From an optimization exercise on the open Yosys and OpenROAD flow, aimed at a short achievable clock period and few clock cycles per item; shortcuts taken in it are not production practice. Only simulation tests tie the RTL to the original design; equivalence was not proved. Power figures rest on the tool's default switching activity, not on a simulated workload.

==> flow/config.mk <==
export PLATFORM = sky130hd
export DESIGN_NAME = pipelinedcpu
export DESIGN_NICKNAME = pipelinedcpu
export VERILOG_FILES = /design/flow/design.v
export SDC_FILE = /design/flow/constraint.sdc
export NUM_CORES = 4
export LEC_CHECK = 0
export ABC_CLOCK_PERIOD_IN_PS = 2500
export CAP_MARGIN = 20
export CORE_MARGIN = 2
export CORE_UTILIZATION = 40
export SLEW_MARGIN = 20
==> flow/constraint.sdc <==
create_clock -name core_clock -period 10.0 [get_ports {Clk}]
set_input_delay 2.0000 -clock core_clock [delete_from_list [all_inputs] [get_ports {Clk}]]
set_output_delay 2.0000 -clock core_clock [all_outputs]
set_load 0.01 [all_outputs]
==> flow/design.v <==
`timescale 1ns / 1ps
module pipelinedcpu(Clk,Clrn,Addr,Inst,D_Addr,D_Wdata,D_We,D_Rdata);
    input Clk,Clrn;
    output [31:0]Addr;
    input [31:0]Inst;
    output [31:0]D_Addr,D_Wdata;
    output D_We;
    input [31:0]D_Rdata;
    reg  [9:0] pc;                       
    assign Addr = {20'b0, pc, 2'b00};
    wire [9:0] pc1 = pc + 10'd1;
    reg  [63:0] bh_v, bh_t;
    wire [5:0]  f_op   = Inst[31:26];
    wire        f_j    = (f_op == 6'b000010);
    wire        f_br   = (f_op[5:1] == 5'b00010);
    wire        f_zoff = (Inst[15:0] == 16'd0);
    wire [9:0]  f_btgt = pc1 + Inst[9:0];
    wire        f_pt   = f_br & ~f_zoff & (bh_v[pc[5:0]] ? bh_t[pc[5:0]] : Inst[15]);
    wire [9:0]  f_next = f_j ? Inst[9:0] : (f_pt ? f_btgt : pc1);
    reg         m_wr, m_load;
    reg  [4:0]  m_dst;
    reg  [31:0] m_res;
    wire [31:0] m_val = m_load ? D_Rdata : m_res;
    reg  [31:0] rf [1:31];
    reg  [31:0] ir;
    reg         d_valid, d_pt;
    reg  [9:0]  d_pc1, d_btgt;
    reg  [9:0]  d_alt;                       
    reg  [5:0]  d_pc;
    reg  [31:1] d_sa, d_sb;                  
    wire [5:0]  op = ir[31:26];
    wire [5:0]  fn = ir[5:0];
    wire [4:0]  rs = ir[25:21];
    wire [4:0]  rt = ir[20:16];
    wire [4:0]  rd = ir[15:11];
    wire r_type = (op == 6'b000000);
    wire i_add  = r_type & (fn == 6'b100000);
    wire i_sub  = r_type & (fn == 6'b100010);
    wire i_and  = r_type & (fn == 6'b100100);
    wire i_or   = r_type & (fn == 6'b100101);
    wire i_addi = (op == 6'b001000);
    wire i_andi = (op == 6'b001100);
    wire i_ori  = (op == 6'b001101);
    wire i_lw   = (op == 6'b100011);
    wire i_sw   = (op == 6'b101011);
    wire i_beq  = (op == 6'b000100);
    wire i_bne  = (op == 6'b000101);
    wire i_alur = i_add | i_sub | i_and | i_or;
    wire i_lgc  = i_and | i_or | i_andi | i_ori;
    wire use_rs = i_alur | i_addi | i_andi | i_ori | i_lw | i_sw | i_beq | i_bne;
    wire use_rt = i_alur | i_sw | i_beq | i_bne;
    wire use_imm = i_addi | i_andi | i_ori | i_lw | i_sw;
    wire [4:0] dst = i_alur ? rd : rt;
    wire d_wr  = (i_alur | i_addi | i_andi | i_ori | i_lw) & (dst != 5'd0);
    wire se    = i_addi | i_lw | i_sw;
    wire [31:0] imm = {{16{se & ir[15]}}, ir[15:0]};
    wire d_zoff = (ir[15:0] == 16'd0);
    wire d_beq  = d_valid & i_beq & ~d_zoff;    
    wire d_bne  = d_valid & i_bne & ~d_zoff;
    reg         e_wr, e_load, e_lgc, e_zok;     
    reg  [4:0]  e_dst;
    wire        e_zero;                      
    wire stall = d_valid & e_load & ((use_rs & (rs == e_dst)) | (use_rt & (rt == e_dst)));
    reg  [31:0] rf_a, rf_b;
    integer k;
    always @(*) begin
        rf_a = 32'd0; rf_b = 32'd0;
        for (k = 1; k < 32; k = k + 1) begin
            rf_a = rf_a | ({32{d_sa[k]}} & rf[k]);
            rf_b = rf_b | ({32{d_sb[k]}} & rf[k]);
        end
    end
    wire m_a = m_wr & (m_dst == rs);
    wire m_b = m_wr & (m_dst == rt);
    wire [31:0] qa = m_a ? m_val : rf_a;
    wire [31:0] qb = m_b ? m_val : rf_b;
    wire fa  = e_wr & (e_dst == rs);
    wire frt = e_wr & (e_dst == rt);
    wire fb  = frt & ~use_imm;
    wire id_eq  = (rs == rt) | e_zero;
    wire id_ok  = (rs == rt) | (e_zok & ((fa & (rt == 5'd0)) | (frt & (rs == 5'd0))));
    wire id_mis = (d_beq | d_bne) & id_ok & ~stall & (id_eq ^ d_pt ^ i_bne);
    reg         e_store, e_beq, e_bne, e_pt, e_inv, e_sub, e_or, e_fa, e_fb, e_frt;
    reg  [9:0]  e_alt;
    reg         s_rr, s_mr, s_rma, s_rms, s_mm, s_0;        
    reg  [31:0] e_a, e_b, e_bx, e_rt;
    reg  [5:0]  e_pc;
    wire [31:0] sum_rr  = e_a + e_bx + {31'd0, e_sub};
    wire [31:0] sum_mr  = m_res + e_bx + {31'd0, e_sub};
    wire [31:0] sum_rma = e_a + m_res;
    wire [31:0] sum_rms = e_a - m_res;
    wire [31:0] alu_a = e_fa ? m_res : e_a;
    wire [31:0] lgc_b = e_fb ? m_res : e_b;
    wire [31:0] lgc   = e_or ? (alu_a | lgc_b) : (alu_a & lgc_b);
    wire [31:0] res   = ({32{s_rr}}  & sum_rr)  | ({32{s_mr}}  & sum_mr)
                      | ({32{s_rma}} & sum_rma) | ({32{s_rms}} & sum_rms)
                      | ({32{s_mm}}  & {m_res[30:0], 1'b0}) | ({32{e_lgc}} & lgc);
    wire [31:0] addr  = e_fa ? sum_mr : sum_rr;   
    wire [31:0] sd    = e_frt ? m_res : e_rt;
    function zsum;
        input [31:0] a, b;
        input c;
        zsum = ((a ^ b) == {a[30:0] | b[30:0], c});
    endfunction
    assign e_zero = e_fa ? zsum(m_res, e_bx, e_sub) : zsum(e_a, e_bx, e_sub);
    wire eq_rr = (e_a == e_rt);
    wire eq_ma = (m_res == e_rt);
    wire eq_mb = (e_a == m_res);
    wire eq    = e_fa ? (e_frt ? 1'b1 : eq_ma) : (e_frt ? eq_mb : eq_rr);
    wire taken = (e_beq & eq) | (e_bne & ~eq);
    wire e_br  = e_beq | e_bne;
    wire ex_mis = e_br & (eq ^ e_inv);         
    reg         m_store;
    reg  [31:0] m_addr, m_sd;
    assign D_Addr  = m_addr;
    assign D_Wdata = m_sd;
    assign D_We    = m_store;
    reg        u_we, u_t;
    reg  [5:0] u_idx;
    integer i;
    always @(posedge Clk or negedge Clrn) begin
        if (Clrn == 0) begin
            pc <= 0;
            bh_v <= 0; bh_t <= 0; u_we <= 0; u_t <= 0; u_idx <= 0;
            d_valid <= 0; d_pt <= 0;
            e_wr <= 0; e_load <= 0; e_lgc <= 0; e_dst <= 0; e_store <= 0; e_beq <= 0; e_bne <= 0;
            e_pt <= 0; e_inv <= 0; e_zok <= 0; e_sub <= 0; e_or <= 0; e_fa <= 0; e_fb <= 0; e_frt <= 0;
            s_rr <= 0; s_mr <= 0; s_rma <= 0; s_rms <= 0; s_mm <= 0; s_0 <= 0;
            m_wr <= 0; m_load <= 0; m_dst <= 0; m_store <= 0;
            for (i = 1; i < 32; i = i + 1) rf[i] <= 32'd0;
        end else begin
            if (ex_mis)      pc <= e_alt;
            else if (id_mis) pc <= d_alt;
            else if (!stall) pc <= f_next;
            if (ex_mis | id_mis) d_valid <= 0;
            else if (!stall) d_valid <= 1;
            if (!stall) d_pt <= f_pt;
            if (ex_mis | stall) begin
                e_wr <= 0; e_load <= 0; e_store <= 0; e_beq <= 0; e_bne <= 0; e_pt <= 0; e_inv <= 0;
            end else begin
                e_wr <= d_valid & d_wr; e_load <= d_valid & i_lw; e_store <= d_valid & i_sw;
                e_beq <= d_beq; e_bne <= d_bne;
                e_pt <= d_pt ^ id_mis;
                e_inv <= d_pt ^ id_mis ^ i_bne;
            end
            e_dst <= dst;
            e_sub <= i_sub; e_or <= i_or | i_ori;
            e_fa <= fa; e_fb <= fb; e_frt <= frt;
            e_lgc <= i_lgc;
            e_zok <= d_wr & ~i_lw & ~i_lgc & ~fb;
            s_rr  <= ~i_lgc & ~fa & ~fb;
            s_mr  <= ~i_lgc &  fa & ~fb;
            s_rma <= ~i_lgc & ~fa &  fb & ~i_sub;
            s_rms <= ~i_lgc & ~fa &  fb &  i_sub;
            s_mm  <= ~i_lgc &  fa &  fb & ~i_sub;
            s_0   <= ~i_lgc &  fa &  fb &  i_sub;    
            m_wr <= e_wr; m_load <= e_load; m_store <= e_store; m_dst <= e_dst;
            if (m_wr) rf[m_dst] <= m_val;
            u_we <= e_br; u_t <= taken; u_idx <= e_pc;
            if (u_we) begin
                bh_v[u_idx] <= 1'b1;
                bh_t[u_idx] <= u_t;
            end
        end
    end
    always @(posedge Clk) begin
        if (!stall) begin
            ir <= Inst; d_pc <= pc[5:0]; d_pc1 <= pc1; d_btgt <= f_btgt;
            d_alt <= f_pt ? pc1 : f_btgt;
        end
        if (!stall) begin
            for (k = 1; k < 32; k = k + 1) begin
                d_sa[k] <= (Inst[25:21] == k);
                d_sb[k] <= (Inst[20:16] == k);
            end
        end
        e_a <= qa; e_b <= use_imm ? imm : qb; e_bx <= (use_imm ? imm : qb) ^ {32{i_sub}}; e_rt <= qb;
        e_pc <= d_pc;
        e_alt <= (d_pt ^ id_mis) ? d_pc1 : d_btgt;
        m_res <= res; m_addr <= addr; m_sd <= sd;
    end
endmodule
==> flow/flow/run.sh <==
#!/bin/bash
set -euo pipefail
MARGIN=$(cat flow/margin.txt)
bash standard.sh SETUP_SLACK_MARGIN=$MARGIN finish > flow_make.log 2>&1
==> flow/flow/margin.txt <==
7
==> flow/standard.sh <==
#!/bin/bash
# synth_recipe.tcl (not shown) runs the flow's synth.tcl, then flattens the netlist and writes it again
# the make line also repeats each setting of config.mk as NAME=value (left out here)
make -C /OpenROAD-flow-scripts/flow DESIGN_CONFIG=/design/flow/config.mk WORK_HOME=/design/flow/orfs CLKGATE_MAP_FILE= SYNTH_SCRIPT=/design/flow/synth_recipe.tcl "${@:-finish}"
==> results of run 1 <==
## report_power, final
part	internal [W]	total, W	switching [W]
logic	0.00399	0.00991	0.00592
clock network	0.00360	0.00635	0.00275
registers	0.00722	0.00803	0.000812
total	0.0148	0.0243	0.00948
## kinds of logic after synthesis
logic type | after synthesis | synth area share
other | 1 | 0.0000485
AND/OR/NAND/NOR | 2043 | 0.116
adder cells (fa/ha/maj) | 206 | 0.0340
flip-flops | 1541 | 0.492
AO/OA/AOI/OAI | 2799 | 0.241
multiplexers | 262 | 0.0413
buffers and inverters | 873 | 0.0441
XOR/XNOR | 277 | 0.0317
## stage by stage
stage,std cells,setup slack [ps],hold slack [ps]
4_1_cts,10671,6460,329
6_report,10777,6430,328
3_5_place_dp,10210,5160,321
2_1_floorplan,8023,5570,316
3_3_place_gp,10205,5110,320
5_1_grt,10763,6370,334
## final cells by class
| cell class | count | area, sq um |
|---|---|---|
| Fill cell | 17627 | 98600 |
| Multi-Input combinational cell | 5627 | 40000 |
| Sequential cell | 1541 | 38300 |
| Timing Repair Buffer | 586 | 5910 |
| Clock buffer | 231 | 4680 |
| Tap cell | 2526 | 3160 |
| Clock inverter | 69 | 832 |
| Inverter | 181 | 703 |
| Antenna cell | 16 | 40.0 |
## cell usage in the layout (no fill, tap or decap), drive strengths merged, types with 19 or more instances in the layout
master         instances
a21o                  45
a21oi                776
a221oi               286
a222oi                66
a22o                 260
a22oi                421
a31oi                 25
buf                  515
clkbuf               234
clkdlybuf4s50         53
clkinv                45
conb                  22
dfrtp               1171
dfxtp                240
edfxtp               130
ha                   198
inv                  185
mux2                  95
mux2i                142
mux4                  36
nand2                618
nand2b                28
nand3                109
nand4                163
nor2                 834
nor2b                 19
nor3                 137
nor4                  38
o211ai                23
o21ai                620
o21bai                76
o221ai                49
or2                   21
xnor2                223
xor2                  54
## flip-flops by register name, summed over array words and instances (netlist names), 5 cells and up
register	count
d_btgt	10
e_bx	32
m_dst	5
e_rt	32
bh_t	64
d_pc1	10
m_addr	32
ir	32
u_idx	6
e_alt	10
e_b	32
rf	992
e_a	32
pc	10
d_pc	6
e_dst	5
bh_v	64
m_sd	32
d_sa	31
d_alt	10
d_sb	31
e_pc	6
m_res	32
## path summary, 6_finish.rpt
check | start | slack, ps | endpoint | cells past startpoint
setup / recovery | e_sub | 6430 | m_addr[31] | 17
hold / removal | e_pc[5] | 330 | u_idx[5] | 0
setup reg to reg | e_sub | 6430 | m_addr[31] | 17
hold reg to reg | e_pc[5] | 330 | u_idx[5] | 0
max in group asynchronous | Clrn | 7180 | rf[4][19] | 3
min in group asynchronous | Clrn | 1180 | rf[12][14] | 1
## metal layers
layer	routed length (um)	track usage
met5	211	0.00488
met4	34500	0.253
met3	59600	0.157
met2	151000	0.506
met1	140000	0.483
## worst max-delay path, cell delays in order (launching register included)
cell and delay (ps):
dfrtp_1 420, buf_6 130, buf_6 100, buf_6 100
fa_2 370, buf_6 130, buf_6 110, a211oi_4 340
o211ai_1 200, a21bo_2 270, a31oi_2 180, buf_4 180
o21ai_4 90, nand2_4 150, o31ai_2 80, a21oi_2 150
xnor2_1 90, mux2i_2 330
## repair_timing
| action | CTS | global route |
|---|---|---|
| buffers inserted | 138 | 76 |
| setup endpoints to repair | 1480 | 1312 |
| gates resized for setup | 947 | 310 |
| hold buffers | 0 | 0 |
| pin swaps | 129 | 123 |
| cloned | 23 | 8 |
==> out/metrics.cfg, run 1 <==
[routing]
routedWlPerCell_um=35.7
initialDrtViolationCount=12929
num_vias=74713
dr.pass1.iters=12
avgViaCountPerCell=6.93
wirelength_um=385000
drc=0
ant_nets=0

[logic_synthesis]
synthCells=8002
synth_top_flop_cell=dfrtp_1
synth_area_per_cell_sq_um=9.65
seq_area_frac_synth=0.492
yosysMostFrequentCell=dfrtp_1
ys_ff_latch=1541
synth_top_area_share=0.379
yosys-top-cells-area=dfrtp_1 (38%), dfxtp_1 (6.2%), edfxtp_1 (5.1%)
synthArstFlopShare=0.760
netlist_top_cells_count=dfrtp_1 (1171), nor2_1 (828), a21oi_1 (776)
synth_area_sq_um=77200
ys_types=94
synth_edf_count=130
synth_top_cell_by_area=dfrtp_1
yosysWarnings=2

[global_routing]
grt_antenna_before_repair=13
grt_max_degree=138
grt_pass1_wl_um=528000
grtUsageTotal=0.375
grt_pass1_vias=70052
grt_overflow=0

[final_layout]
fin_util=0.487
nets=8374
finish.instance_area_sq_um=93600
syn_to_final_growth_pct=21.1
drive_gt1_frac=0.190

[timing]
finalSetupTns_ps=0
fmax_mhz=280
worst_pin_slew_ps=1310
setup_viol=0
relSlewSlack=0.127
post-route-min-period_ps=3570
period_share=0.357
slew_violations=0
rsz0062_at_grt=true
final-hold-violation-count=0
clock-skew-final_ps=38.2

[die]
die_area_sq_um=197000
core_sq_um=192000
initial_core_util=0.402
fp.dieW_um=443
num_rows=161
die_y_um=443
num_io_pins=163

[cts]
clk_pin_slew_ps=60
clock_latency_ps=830
cts.htree.levels=4
clock-root-buffer=clkbuf_16
cts_buffers=166
numClockSinks=1541
clock_path_buffers=3
cts_tree=yes

[power]
leakage_nw=37.5
cellPowerDensity_nw_per_um2=260
ir_drop_mv=0.165
total_power_w=0.0243

[worst_setup_path]
critPathArrivalTime_ps=4250
critPathRequiredTime_ps=10680
worst-path-max-fanout=5
crit_type=reg -> reg
cp-start-kind=flip-flop
end_kind=flip-flop

[placed_design]
placedInstanceArea_sq_um=81700
port_buffers=140
place.gp.congestion=1.03
dp_hpwl_um=217000

[flow_run]
maxCapViolCount=0

[run_status]
status=no timing/DRC/antenna violations

[min_path]
hold_class=reg -> reg

Testbench counts, summed over its fixed seeds: cycles 30,408, instrs 28,142.
==> run 2: changes to the inputs <==
--- a/flow/design.v
+++ b/flow/design.v
@@ -8,4 +8,5 @@
     input [31:0]D_Rdata;
     reg  [9:0] pc;                       
+    reg        run;
     assign Addr = {20'b0, pc, 2'b00};
     wire [9:0] pc1 = pc + 10'd1;
@@ -61,5 +62,6 @@
     reg  [4:0]  e_dst;
     wire        e_zero;                      
-    wire stall = d_valid & e_load & ((use_rs & (rs == e_dst)) | (use_rt & (rt == e_dst)));
+    wire stall = d_valid & ((e_load & ((use_rs & (rs == e_dst)) | (use_rt & (rt == e_dst))))
+                          | (e_wr & i_add & (rs == e_dst) & (rt == e_dst)));
     reg  [31:0] rf_a, rf_b;
     integer k;
@@ -83,5 +85,5 @@
     reg         e_store, e_beq, e_bne, e_pt, e_inv, e_sub, e_or, e_fa, e_fb, e_frt;
     reg  [9:0]  e_alt;
-    reg         s_rr, s_mr, s_rma, s_rms, s_mm, s_0;        
+    reg         s_rr, s_mr, s_rma, s_rms;    
     reg  [31:0] e_a, e_b, e_bx, e_rt;
     reg  [5:0]  e_pc;
@@ -95,5 +97,5 @@
     wire [31:0] res   = ({32{s_rr}}  & sum_rr)  | ({32{s_mr}}  & sum_mr)
                       | ({32{s_rma}} & sum_rma) | ({32{s_rms}} & sum_rms)
-                      | ({32{s_mm}}  & {m_res[30:0], 1'b0}) | ({32{e_lgc}} & lgc);
+                      | ({32{e_lgc}} & lgc);
     wire [31:0] addr  = e_fa ? sum_mr : sum_rr;   
     wire [31:0] sd    = e_frt ? m_res : e_rt;
@@ -121,17 +123,15 @@
     always @(posedge Clk or negedge Clrn) begin
         if (Clrn == 0) begin
-            pc <= 0;
+            run <= 0;
             bh_v <= 0; bh_t <= 0; u_we <= 0; u_t <= 0; u_idx <= 0;
             d_valid <= 0; d_pt <= 0;
             e_wr <= 0; e_load <= 0; e_lgc <= 0; e_dst <= 0; e_store <= 0; e_beq <= 0; e_bne <= 0;
             e_pt <= 0; e_inv <= 0; e_zok <= 0; e_sub <= 0; e_or <= 0; e_fa <= 0; e_fb <= 0; e_frt <= 0;
-            s_rr <= 0; s_mr <= 0; s_rma <= 0; s_rms <= 0; s_mm <= 0; s_0 <= 0;
+            s_rr <= 0; s_mr <= 0; s_rma <= 0; s_rms <= 0;
             m_wr <= 0; m_load <= 0; m_dst <= 0; m_store <= 0;
             for (i = 1; i < 32; i = i + 1) rf[i] <= 32'd0;
         end else begin
-            if (ex_mis)      pc <= e_alt;
-            else if (id_mis) pc <= d_alt;
-            else if (!stall) pc <= f_next;
-            if (ex_mis | id_mis) d_valid <= 0;
+            run <= 1;
+            if (ex_mis | id_mis | ~run) d_valid <= 0;
             else if (!stall) d_valid <= 1;
             if (!stall) d_pt <= f_pt;
@@ -153,6 +153,4 @@
             s_rma <= ~i_lgc & ~fa &  fb & ~i_sub;
             s_rms <= ~i_lgc & ~fa &  fb &  i_sub;
-            s_mm  <= ~i_lgc &  fa &  fb & ~i_sub;
-            s_0   <= ~i_lgc &  fa &  fb &  i_sub;    
             m_wr <= e_wr; m_load <= e_load; m_store <= e_store; m_dst <= e_dst;
             if (m_wr) rf[m_dst] <= m_val;
@@ -165,4 +163,8 @@
     end
     always @(posedge Clk) begin
+        if (!run)        pc <= 10'd0;
+        else if (ex_mis) pc <= e_alt;
+        else if (id_mis) pc <= d_alt;
+        else if (!stall) pc <= f_next;
         if (!stall) begin
             ir <= Inst; d_pc <= pc[5:0]; d_pc1 <= pc1; d_btgt <= f_btgt;
==> run 2 against run 1 <==
Largest cell class unchanged. Via count fell by 1.8%. Global-route usage is 0.21 points higher. Core utilization grew 0.21 points. Combinational power shrank 16%. First-iteration DRC count up 3.7%. Still clean on timing, DRC and antenna.
==> out/metrics.cfg, run 2 <==
[worst_setup_path]
reg2reg_from=m_res[9]
r2r_setup_slack_ps=6450
worst-path-max-fanout=6
critPathArrivalTime_ps=4290
cp-start-kind=flip-flop
end_kind=flip-flop
ff2ff_path_depth=13
critPathRequiredTime_ps=10740
crit_type=reg -> reg
reg2reg_to=e_alt[8]

[global_routing]
grtUsageTotal=0.377
grt_pass1_vias=69617
grt_antenna_before_repair=24
grt_pass1_wl_um=530000
grt_overflow=0
grt_max_degree=166

[routing]
avgViaCountPerCell=6.83
dr.pass1.iters=13
routedWlPerCell_um=35.6
num_vias=73359
initialDrtViolationCount=13405
wirelength_um=382000
drc=0
ant_nets=0

[placed_design]
place_ws_ps=4710
placedInstanceArea_sq_um=81300
placed_cells_incl_taps=10172
dp_hpwl_um=224000
place.gp.congestion=1.01
port_buffers=140

[final_layout]
nets=8332
final_cell_mix=dfrtp_1 (1156), nor2_1 (808), a21oi_1 (770)
reg_top3=rf x992, bh_t x64, bh_v x64
fill_cells=17366
largest_reg_flops=992
top_register=rf
syn_to_final_growth_pct=21.3
layout_commonest_cell=dfrtp_1
finish.instance_area_sq_um=93200
drive_gt1_frac=0.191
final_cells=10734

[cts]
clock_latency_ps=850
clock_path_buffers=3
clk_pin_slew_ps=60
clock-root-buffer=clkbuf_16
cts.htree.levels=4
cts_tree=yes
cts_buffers=167
numClockSinks=1541

[min_path]
whs_endpoint=u_idx[4]
hp-start=e_pc[4]
hold_class=reg -> reg
whs_path_depth=0

[timing]
setup_ws_ps=6450
final-hold-violation-count=0
setup_viol=0
finalSetupTns_ps=0
rsz0062_at_grt=true
slew_violations=0
relSlewSlack=0.137
post-route-min-period_ps=3550
worst_pin_slew_ps=1290
period_share=0.355
fmax_mhz=282
clock-skew-final_ps=34.1

[die]
num_io_pins=163
core_sq_um=191000
die_area_sq_um=196000
die_y_um=442
fp.dieW_um=442
num_rows=160
initial_core_util=0.403

[logic_synthesis]
synthArstFlopShare=0.753
seq_area_frac_synth=0.494
synth_top_flop_cell=dfrtp_1
yosysWarnings=2
ys_ff_latch=1541
yosys-top-cells-area=dfrtp_1 (38%), dfxtp_1 (6.5%), a21oi_1 (5.4%)
synthCells=7964
synth_area_sq_um=76900
synth_edf_count=130
synth_top_area_share=0.378
netlist_top_cells_count=dfrtp_1 (1161), nor2_1 (834), a21oi_1 (823)
ys_types=88
yosysMostFrequentCell=dfrtp_1
synth_top_cell_by_area=dfrtp_1
synth_area_per_cell_sq_um=9.65

[power]
leakage_nw=37.7
cellPowerDensity_nw_per_um2=241
total_power_w=0.0224
ir_drop_mv=0.219

[run_status]
status=no timing/DRC/antenna violations

[flow_run]
maxCapViolCount=0

## run 2: cell types whose count changed in the layout (fill, tap and decap cells not counted), moves of 16 or more
cell and change:
a21oi_1 +19, a21oi_2 +18, a22o_1 +63, a22oi_1 -16
buf_4 +19, mux2_2 +18, nand2_1 +18, nand2b_1 +54
o21ai_0 -106, o21bai_1 -51, xnor2_1 -33, xor2_1 +34
## run 2: cell type report
cell class	instances	area [sq um]	share of cell area
flip-flops and latches	1541	38200	0.410
clock inverters	71	971	0.0104
multi-input cells	5598	39500	0.424
repair buffers	580	5750	0.0617
well taps	2511	3140	0.0337
diodes	22	55.1	0.000591
clock buffers	238	4850	0.0521
inverters	173	692	0.00742
## run 2: per-layer routing
metal,wire length (um),GRT usage
met4,31800,0.249
met3,55400,0.148
met5,352,0.00342
met2,154000,0.525
met1,141000,0.482
## run 2: per-stage QoR
stage          hold slack (ps)   util
5_1_grt                    333  0.489
3_5_place_dp               320  0.427
2_1_floorplan              316      -
4_1_cts                    328  0.474
3_3_place_gp               317  0.427
6_report                   328  0.489
## run 2: worst max-delay path by stage
stage	slack (ps)	endpoint	start	depth (start not counted)
after floorplan	6050	pc[8]	Inst[0]	12
after global placement	4790	e_alt[0]	m_res[9]	11
after detailed placement	4710	e_alt[0]	m_res[9]	11
after CTS	6510	m_res[30]	e_sub	13
after global routing	6360	e_alt[0]	e_a[13]	13
final	6450	e_alt[8]	m_res[9]	13
## run 2: cell families (layout without fill, tap and decap cells)
group	after synthesis	after routing	synth area share
mux	248	252	0.0391
other cells	2	45	0.0000977
fa+ha+maj	205	205	0.0341
simple gates	2139	2139	0.123
flops	1541	1541	0.494
compound gates	2707	2707	0.235
xor+xnor	272	272	0.0312
buf+inv	850	1062	0.0437
## run 2: where the power goes
| part | internal (W) | switching [W] |
|---|---|---|
| Sequential | 0.00686 | 0.000555 |
| Clock | 0.00384 | 0.00282 |
| Combinational | 0.00321 | 0.00514 |
| Total | 0.0139 | 0.00852 |
## run 2: repair_timing
action,4_1_cts,5_1_grt
resized for setup,845,385
buffers inserted,124,77
hold buffers,0,0
pin swaps,110,140
endpoints found under the setup margin,1023,558
gates cloned,11,5
## run 2: critical path, stage by stage, from the launching register on
cell	delay, ps
dfxtp_4	390
inv_4	60
ha_4	290
xor2_4	310
nand4_1	350
nor4_4	360
nand4_1	170
buf_6	210
and4_4	190
o21ai_4	220
nor2_4	80
xnor2_4	270
clkbuf_16	210
mux2_2	320
Testbench counts of run 2, summed over its fixed seeds: cycles 30,454, instrs 28,142.
==> run 3: changes to the inputs <==
==> flow/flow/margin.txt (replaced) <==
8
==> run 3 against run 2 <==
The flow now stops in 5_1_grt. Area after synthesis is the same. Synthesized cell count is the same.
==> out/metrics.cfg, run 3 <==
[logic_synthesis]
synth_top_cell_by_area=dfrtp_1
synth_top_area_share=0.378
synthArstFlopShare=0.753
ys_types=88
ys_ff_latch=1541
synth_edf_count=130
netlist_top_cells_count=dfrtp_1 (1161), nor2_1 (834), a21oi_1 (823)
synth_area_per_cell_sq_um=9.65
synthCells=7964
seq_area_frac_synth=0.494
yosys-top-cells-area=dfrtp_1 (38%), dfxtp_1 (6.5%), a21oi_1 (5.4%)
synth_area_sq_um=76900
synth_top_flop_cell=dfrtp_1
yosysMostFrequentCell=dfrtp_1
yosysWarnings=2

[global_routing]
grt_max_degree=85

[placed_design]
dp_hpwl_um=223000
place.gp.congestion=1.04
port_buffers=140

[cts]
clock_path_buffers=3
clock-root-buffer=clkbuf_16
cts_buffers=170
numClockSinks=1541
cts.htree.levels=4

[die]
fp.dieW_um=442
initial_core_util=0.403
num_io_pins=163
num_rows=160
die_y_um=442

[run_status]
lastStage=5_1_grt
status=did not finish
error=[ERROR RSZ-0074] Failed to build tree from global routes for pin 'place553/X' and net 'net552' at grid (182850, 217350): found route to 51 pins, expected 52

[run 3: cell counts after synthesis]
No cell type changed its count.
[run 3: what timing repair did]
action                                  4_1_cts
gates cloned                                182
hold buffers                                  0
resized for setup                          2788
endpoints found under the setup margin     2738
pin swaps                                   467
setup buffers                               725
[run 3: through the flow]
step                      cells  hold WS, ps  setup WS [ps]  area (sq um)
after CTS                 11414          327           6530        112000
after detailed placement  10193          322           5200         85300
after global placement    10192          317           5130         85300
after floorplan            7985          314           6050         82700
[run 3: how the worst min path moves through the flow]
stage                 start        to  slack, ps  cells after the start
global placement    e_pc[0]  u_idx[0]        320                      0
detailed placement  e_pc[5]  u_idx[5]        320                      0
floorplan           e_pc[0]  u_idx[0]        310                      0
CTS                 e_pc[2]  u_idx[2]        330                      0
[run 3: power by group through the flow]
stage                     combinational [W]  sequential (W)  clock [W]
after detailed placement            0.00678         0.00757          0
after global placement              0.00678         0.00754          0
after floorplan                     0.00490         0.00741          0
after CTS                            0.0107         0.00741    0.00672
[run 3: kinds of logic after synthesis]
family / share of synthesized area
adders and majority gates: 0.0341
DFF: 0.494
other: 0.0000977
and+or+nand+nor: 0.123
buffers and inverters: 0.0437
xor gates and xnor gates: 0.0312
muxes: 0.0391
AOI/OAI and AO/OA: 0.235
==> run 4: changes to the inputs <==
==> flow/flow/margin.txt (replaced) <==
7
--- a/flow/config.mk
+++ b/flow/config.mk
@@ -9,4 +9,4 @@
 export CAP_MARGIN = 20
 export CORE_MARGIN = 2
-export CORE_UTILIZATION = 40
+export CORE_UTILIZATION = 50
 export SLEW_MARGIN = 20
==> run 4 against run 3 <==
Now clean on timing, DRC and antenna. Synthesized cell count stayed put. Area after synthesis stayed put.
==> out/metrics.cfg, run 4 <==
[flow_run]
maxCapViolCount=0

[logic_synthesis]
yosysWarnings=2
yosys-top-cells-area=dfrtp_1 (38%), dfxtp_1 (6.5%), a21oi_1 (5.4%)
netlist_top_cells_count=dfrtp_1 (1161), nor2_1 (834), a21oi_1 (823)
ys_ff_latch=1541
synthArstFlopShare=0.753
yosysMostFrequentCell=dfrtp_1
synth_top_flop_cell=dfrtp_1
synth_top_area_share=0.378
synth_area_per_cell_sq_um=9.65
seq_area_frac_synth=0.494
synth_top_cell_by_area=dfrtp_1
synth_area_sq_um=76900
synth_edf_count=130
ys_types=88
synthCells=7964

[power]
p_clk_frac=0.292
ir_drop_mv=0.165
combPwrFrac=0.375
power.internal_w=0.0137
total_power_w=0.0223
power_switching_w=0.00851
power_frac_seq=0.333
leakage_nw=37.7
switching_share=0.382
cellPowerDensity_nw_per_um2=240

[cts]
clock_latency_ps=830
postCtsHoldBufs=0
clock_path_buffers=3
clock-root-buffer=clkbuf_16
cts.htree.levels=4
clk_pin_slew_ps=70
cts_buffers=166
cts_tree=yes
numClockSinks=1541

[final_layout]
nets=8366
final_cell_mix=dfrtp_1 (1154), nor2_1 (811), a21oi_1 (768)
reg_top3=rf x992, bh_t x64, bh_v x64
layout_commonest_cell=dfrtp_1
drive_gt1_frac=0.192
final_cells=10296
top_register=rf
largest_reg_flops=992
syn_to_final_growth_pct=20.4

[worst_setup_path]
worst-path-max-fanout=4
worstPathCellList=clkinvlp_4, ha_4, xor2_4, nand4_1, nor4_4, nand4_1, buf_6, and4_4, o21ai_4, buf_6, buf_12, o21ai_4, buf_4, a211oi_1, o32ai_1
crit_buf_inv=5
slowest_stage=dfxtp_4
crit_type=reg -> reg
crit_family=simple AND/OR/NAND/NOR gates
critPathArrivalTime_ps=4180
end_kind=flip-flop
cp_slowest_stage_delay_ps=360
cp-start-kind=flip-flop
critPathRequiredTime_ps=10670

[global_routing]
grt_pass1_wl_um=530000
grt_overflow=0
grt.met2_usage=0.653
grt_antenna_before_repair=22
grt_pass1_vias=69401
use_met1=0.602
grt_max_degree=155
grtUsageTotal=0.476
grt_busiest_layer=met2
grt_util_met3=0.202

[placed_design]
port_buffers=140
place.gp.congestion=1.03
place_ws_ps=4910
dp_hpwl_um=219000
placed_cells_incl_taps=9678

[routing]
avgViaCountPerCell=7.23
drc=0
num_vias=74399
routedWlPerCell_um=37.3
wirelength_um=384000
ant_nets=0
dr.pass1.iters=13
initialDrtViolationCount=13768

[die]
fp.dieW_um=396
core_sq_um=152000
die_area_sq_um=157000
die_y_um=396
initial_core_util=0.505
num_rows=143
num_io_pins=163

[timing]
rsz0062_at_grt=true
setup_viol=0
worst_pin_slew_ps=1300
final-hold-violation-count=0
fmax_mhz=285
relSlewSlack=0.131
clock-skew-final_ps=49.5
period_share=0.351
slew_violations=0
finalSetupTns_ps=0
post-route-min-period_ps=3510
setup_ws_ps=6490

[min_path]
hold_class=reg -> reg

[run_status]
status=no timing/DRC/antenna violations

==> run 4: stage by stage <==
stage	hold WS (ps)	util	instance area, sq um
after global placement	319	0.529	80600
after floorplan	316	-	77200
after detailed placement	323	0.530	80700
final	329	0.608	92600
after CTS	331	0.594	90400
after global routing	340	0.607	92500
==> run 4: power by group through the flow <==
stage                     clock network [W]  registers [W]  logic, W
after detailed placement                  0        0.00750   0.00618
after global placement                    0        0.00748   0.00614
final                               0.00650        0.00740   0.00835
after floorplan                           0        0.00732   0.00376
after global routing                0.00673        0.00745   0.00865
after CTS                           0.00649        0.00737   0.00747
==> run 4: cells by family after synthesis <==
family	synth area share
flip-flops	0.494
XOR/XNOR	0.0312
buffers and inverters	0.0437
AND/OR/NAND/NOR	0.123
AO/OA/AOI/OAI	0.235
adder cells (fa/ha/maj)	0.0341
multiplexers	0.0391
other	0.0000977
==> run 4: final timing paths <==
path / startpoint / endpoint / slack (ps) / cells past startpoint
max in group asynchronous: Clrn / rf[15][10] / 7170 / 2
setup reg to reg: m_res[9] / pc[4] / 6490 / 15
setup / recovery: m_res[9] / pc[4] / 6490 / 15
hold / removal: e_pc[1] / u_idx[1] / 330 / 0
min in group asynchronous: Clrn / rf[14][29] / 1170 / 1
hold reg to reg: e_pc[1] / u_idx[1] / 330 / 0
==> run 4: layer usage <==
| metal | part of all wire | up-vias |
|---|---|---|
| met4 | 0.092 | 33 |
| li1 | - | 29568 |
| met3 | 0.15 | 2106 |
| met2 | 0.40 | 6756 |
| met5 | 0.0011 | - |
| met1 | 0.36 | 35936 |
==> run 4: area by class of cell <==
| class | count | area [sq um] |
|---|---|---|
| antenna | 31 | 77.6 |
| clock buffer | 249 | 4970 |
| clock inverter | 59 | 688 |
| fill | 12767 | 59700 |
| inverter | 173 | 688 |
| multi-input combinational | 5612 | 39500 |
| sequential | 1541 | 38200 |
| tap | 2030 | 2540 |
| timing repair buffer | 601 | 5880 |
==> run 4: repair_timing <==
action,in CTS,in global routing
endpoints found under the setup margin,1051,779
gates cloned,26,7
buffers inserted,153,89
resized for setup,942,240
pin swaps,133,125
==> run 5: changes to the inputs <==
--- a/flow/design.v
+++ b/flow/design.v
@@ -179,5 +179,5 @@
         e_a <= qa; e_b <= use_imm ? imm : qb; e_bx <= (use_imm ? imm : qb) ^ {32{i_sub}}; e_rt <= qb;
         e_pc <= d_pc;
-        e_alt <= (d_pt ^ id_mis) ? d_pc1 : d_btgt;
+        e_alt <= d_alt;
         m_res <= res; m_addr <= addr; m_sd <= sd;
     end
--- a/flow/config.mk
+++ b/flow/config.mk
@@ -9,4 +9,4 @@
 export CAP_MARGIN = 20
 export CORE_MARGIN = 2
-export CORE_UTILIZATION = 50
+export CORE_UTILIZATION = 55
 export SLEW_MARGIN = 20
==> run 5 against run 4 <==
Core utilization increased by 5.9 points. Clock power is 3% lower. Flip-flop and latch count down 20. Register-to-register slack worse by 200 ps. Wire length down 1.8%. Count of clock-buffer cells in the layout fell by 21. Via count increased by 0.49%. Critical endpoint is now m_res[28]. Largest power group unchanged. Highest routed layer unchanged.
==> out/metrics.cfg, run 5 <==
[global_routing]
grt_pass1_wl_um=525000
grt_pass1_vias=70265
grt_max_degree=177
grt_overflow=0
grt_antenna_before_repair=27
grtUsageTotal=0.523

[die]
die_y_um=376
num_io_pins=163
die_area_sq_um=142000
num_rows=136
initial_core_util=0.555
fp.dieW_um=376
core_sq_um=137000

[logic_synthesis]
synth_area_per_cell_sq_um=9.59
ys_types=87
netlist_top_cells_count=dfrtp_1 (1161), nor2_1 (841), a21oi_1 (772)
synthArstFlopShare=0.763
synth_top_area_share=0.381
synthCells=7954
synth_top_flop_cell=dfrtp_1
synth_area_sq_um=76300
ys_ff_latch=1521
yosys-top-cells-area=dfrtp_1 (38%), dfxtp_1 (6.6%), a21oi_1 (5.1%)
yosysWarnings=2
seq_area_frac_synth=0.490
synth_edf_count=110
synth_top_cell_by_area=dfrtp_1
yosysMostFrequentCell=dfrtp_1

[power]
leakage_nw=37.1
p_clk_frac=0.283
power_frac_seq=0.327
power.internal_w=0.0137
cellPowerDensity_nw_per_um2=243
combPwrFrac=0.390
ir_drop_mv=0.182
switching_share=0.386
power_switching_w=0.00860

[worst_setup_path]
cp_common_cell=fa_2
r2r_setup_slack_ps=6290
slowest_stage=or4_4
crit_buf_inv=2
worstPathCellList=fa_2, inv_2, fa_2, nor2b_2, o31a_1, or4_4, a31o_4, o311a_4, a22oi_2, buf_6, a31oi_2, nor2_1, xor2_1, o221ai_1
endpoint=m_res[28]
end_kind=flip-flop
cp-start-kind=flip-flop
reg2reg_to=m_res[28]
crit_family=compound AO/OA/AOI/OAI gates
cp-startpoint=e_sub
critPathArrivalTime_ps=4370
critPathRequiredTime_ps=10660
crit_type=reg -> reg
cp_slowest_stage_delay_ps=440
ff2ff_path_depth=14
path_depth=14
reg2reg_from=e_sub
worst-path-max-fanout=3

[timing]
finalSetupTns_ps=0
relSlewSlack=0.149
fmax_mhz=270
final-hold-violation-count=0
clock-skew-final_ps=50.0
hold_slack_ps=328
worst_pin_slew_ps=1280
period_share=0.371
rsz0062_at_grt=true
setup_viol=0
post-route-min-period_ps=3710
slew_violations=0

[cts]
clock_latency_ps=830
clock-root-buffer=clkbuf_16
cts.htree.levels=4
cts_tree=yes
numClockSinks=1521
cts_buffers=160
clock_path_buffers=3
postCtsHoldBufs=0
clk_pin_slew_ps=60

[final_layout]
final_cells=10017
finish.instance_area_sq_um=91700
top_register=rf
syn_to_final_growth_pct=20.2
reg_top3=rf x992, bh_t x64, bh_v x64
final_cell_mix=dfrtp_1 (1156), nor2_1 (815), a21oi_1 (744)
fill_cells=10846
layout_commonest_cell=dfrtp_1
fin_util=0.667
largest_reg_flops=992
regArea_sq_um=37700
multi_input_area_sq_um=40000
nets=8335
drive_gt1_frac=0.192

[min_path]
hold_class=reg -> reg
whs_path_depth=0

[routing]
avgViaCountPerCell=7.46
routedWlPerCell_um=37.7
dr.pass1.iters=13
drc=0
initialDrtViolationCount=14934
num_vias=74767
ant_nets=0
wirelength_um=378000

[placed_design]
placed_cells_incl_taps=9402
place.gp.congestion=1.02
placedInstanceArea_sq_um=79500
port_buffers=140
dp_hpwl_um=210000

[run_status]
status=no timing/DRC/antenna violations

[flow_run]
maxCapViolCount=0

[run 5: cell types whose count changed after synthesis, sizes merged, moves of 29 or more]
| cell | previous run | this run |
|---|---|---|
| o21bai | 22 | 80 |
| a22o | 323 | 256 |
| o21ai | 525 | 616 |
| a21o | 44 | 74 |
| a21oi | 824 | 772 |
| xor2 | 107 | 78 |
| nand2 | 640 | 593 |
| xnor2 | 165 | 199 |
| nand2b | 82 | 41 |
[run 5: kinds of logic (layout without fill, tap and decap cells)]
logic type / Yosys count / after routing / share of synthesized area
AOI/OAI and AO/OA: 2815 / 2818 / 0.245
and+or+nand+nor: 2050 / 2054 / 0.118
DFF: 1521 / 1521 / 0.490
buffers and inverters: 854 / 1047 / 0.0441
xor gates and xnor gates: 277 / 277 / 0.0318
muxes: 229 / 246 / 0.0361
adders and majority gates: 206 / 206 / 0.0345
other: 2 / 54 / 0.0000985
[run 5: final cells by class]
class | count | share of cell area
antenna | 31 | 0.000846
clock buffer | 228 | 0.0501
clock inverter | 62 | 0.00943
inverter | 168 | 0.00701
multi-input combinational | 5624 | 0.436
sequential | 1521 | 0.411
tap | 1794 | 0.0245
timing repair buffer | 589 | 0.0611
[run 5: routing by layer]
| layer | vias up | track usage | part of all wire |
|---|---|---|---|
| met1 | 35890 | 0.649 | 0.34 |
| met5 | - | 0.0175 | 0.00093 |
| met3 | 2220 | 0.242 | 0.16 |
| met4 | 22 | 0.393 | 0.10 |
| li1 | 29491 | - | - |
| met2 | 7144 | 0.704 | 0.39 |
[run 5: through the flow]
step,worst slack (ps),power (W)
3_5_place_dp,5060,0.0137
5_1_grt,6260,0.0228
4_1_cts,6320,0.0214
2_1_floorplan,5930,0.0111
6_report,6290,0.0223
3_3_place_gp,5100,0.0137
[run 5: worst min path at each step]
| stage | from | end | slack, ps |
|---|---|---|---|
| floorplan | e_pc[0] | u_idx[0] | 320 |
| global placement | e_pc[3] | u_idx[3] | 320 |
| detailed placement | e_pc[3] | u_idx[3] | 320 |
| CTS | e_pc[0] | u_idx[0] | 320 |
| global route | e_pc[0] | u_idx[0] | 330 |
| finish | e_pc[0] | u_idx[0] | 330 |
[run 5: repair_timing]
| item | 4_1_cts | 5_1_grt |
|---|---|---|
| buffers inserted | 183 | 78 |
| endpoints found under the setup margin | 828 | 1055 |
| pin swaps | 153 | 89 |
| gates cloned | 29 | 3 |
| resized for setup | 1049 | 253 |
[run 5: power groups by stage]
stage          Combinational, W  Clock, W  Sequential, W
6_report                0.00870   0.00631        0.00730
2_1_floorplan           0.00386         0        0.00721
3_3_place_gp            0.00630         0        0.00740
3_5_place_dp            0.00629         0        0.00741
4_1_cts                 0.00778   0.00628        0.00733
5_1_grt                 0.00898   0.00653        0.00734
Testbench counts of run 5, summed over its fixed seeds: cycles 30,454, instrs 28,142.

## static timing again, ports no longer ideal
Ports are ideal in the flow. The routed layouts listed here were re-timed in OpenROAD. Step 1 sets driving cells, clkbuf_16 on the clock port and buf_2 on the other inputs (assumed; they add their load-dependent delay and slew). Step 2, shift: input delay + t, output delay - t, t = (earliest + latest rising clock arrival at the registers) / 2. This alone moves slack from input paths to output paths. Three values: ideal ports, drivers, drivers and shift; two values: the first two.
run	t (ns)	slack for setup (ns)	worst hold slack (ns)
run 1	0.893	6.427 / 6.392 / 5.747	0.328 / 0.328 / 0.328
run 2	0.930	6.451 / 6.451 / 5.779	0.328 / 0.328 / 0.328
run 4	0.897	6.493 / 6.493 / 5.734	0.329 / 0.329 / 0.329
run 5	0.891	6.294 / 6.294 / 5.621	0.328 / 0.328 / 0.328
After both steps setup and hold are still met in every run listed. For run 4, which loses most, drivers alone change the setup slack by 0.000 ns; drivers and shift together by -0.759 ns.
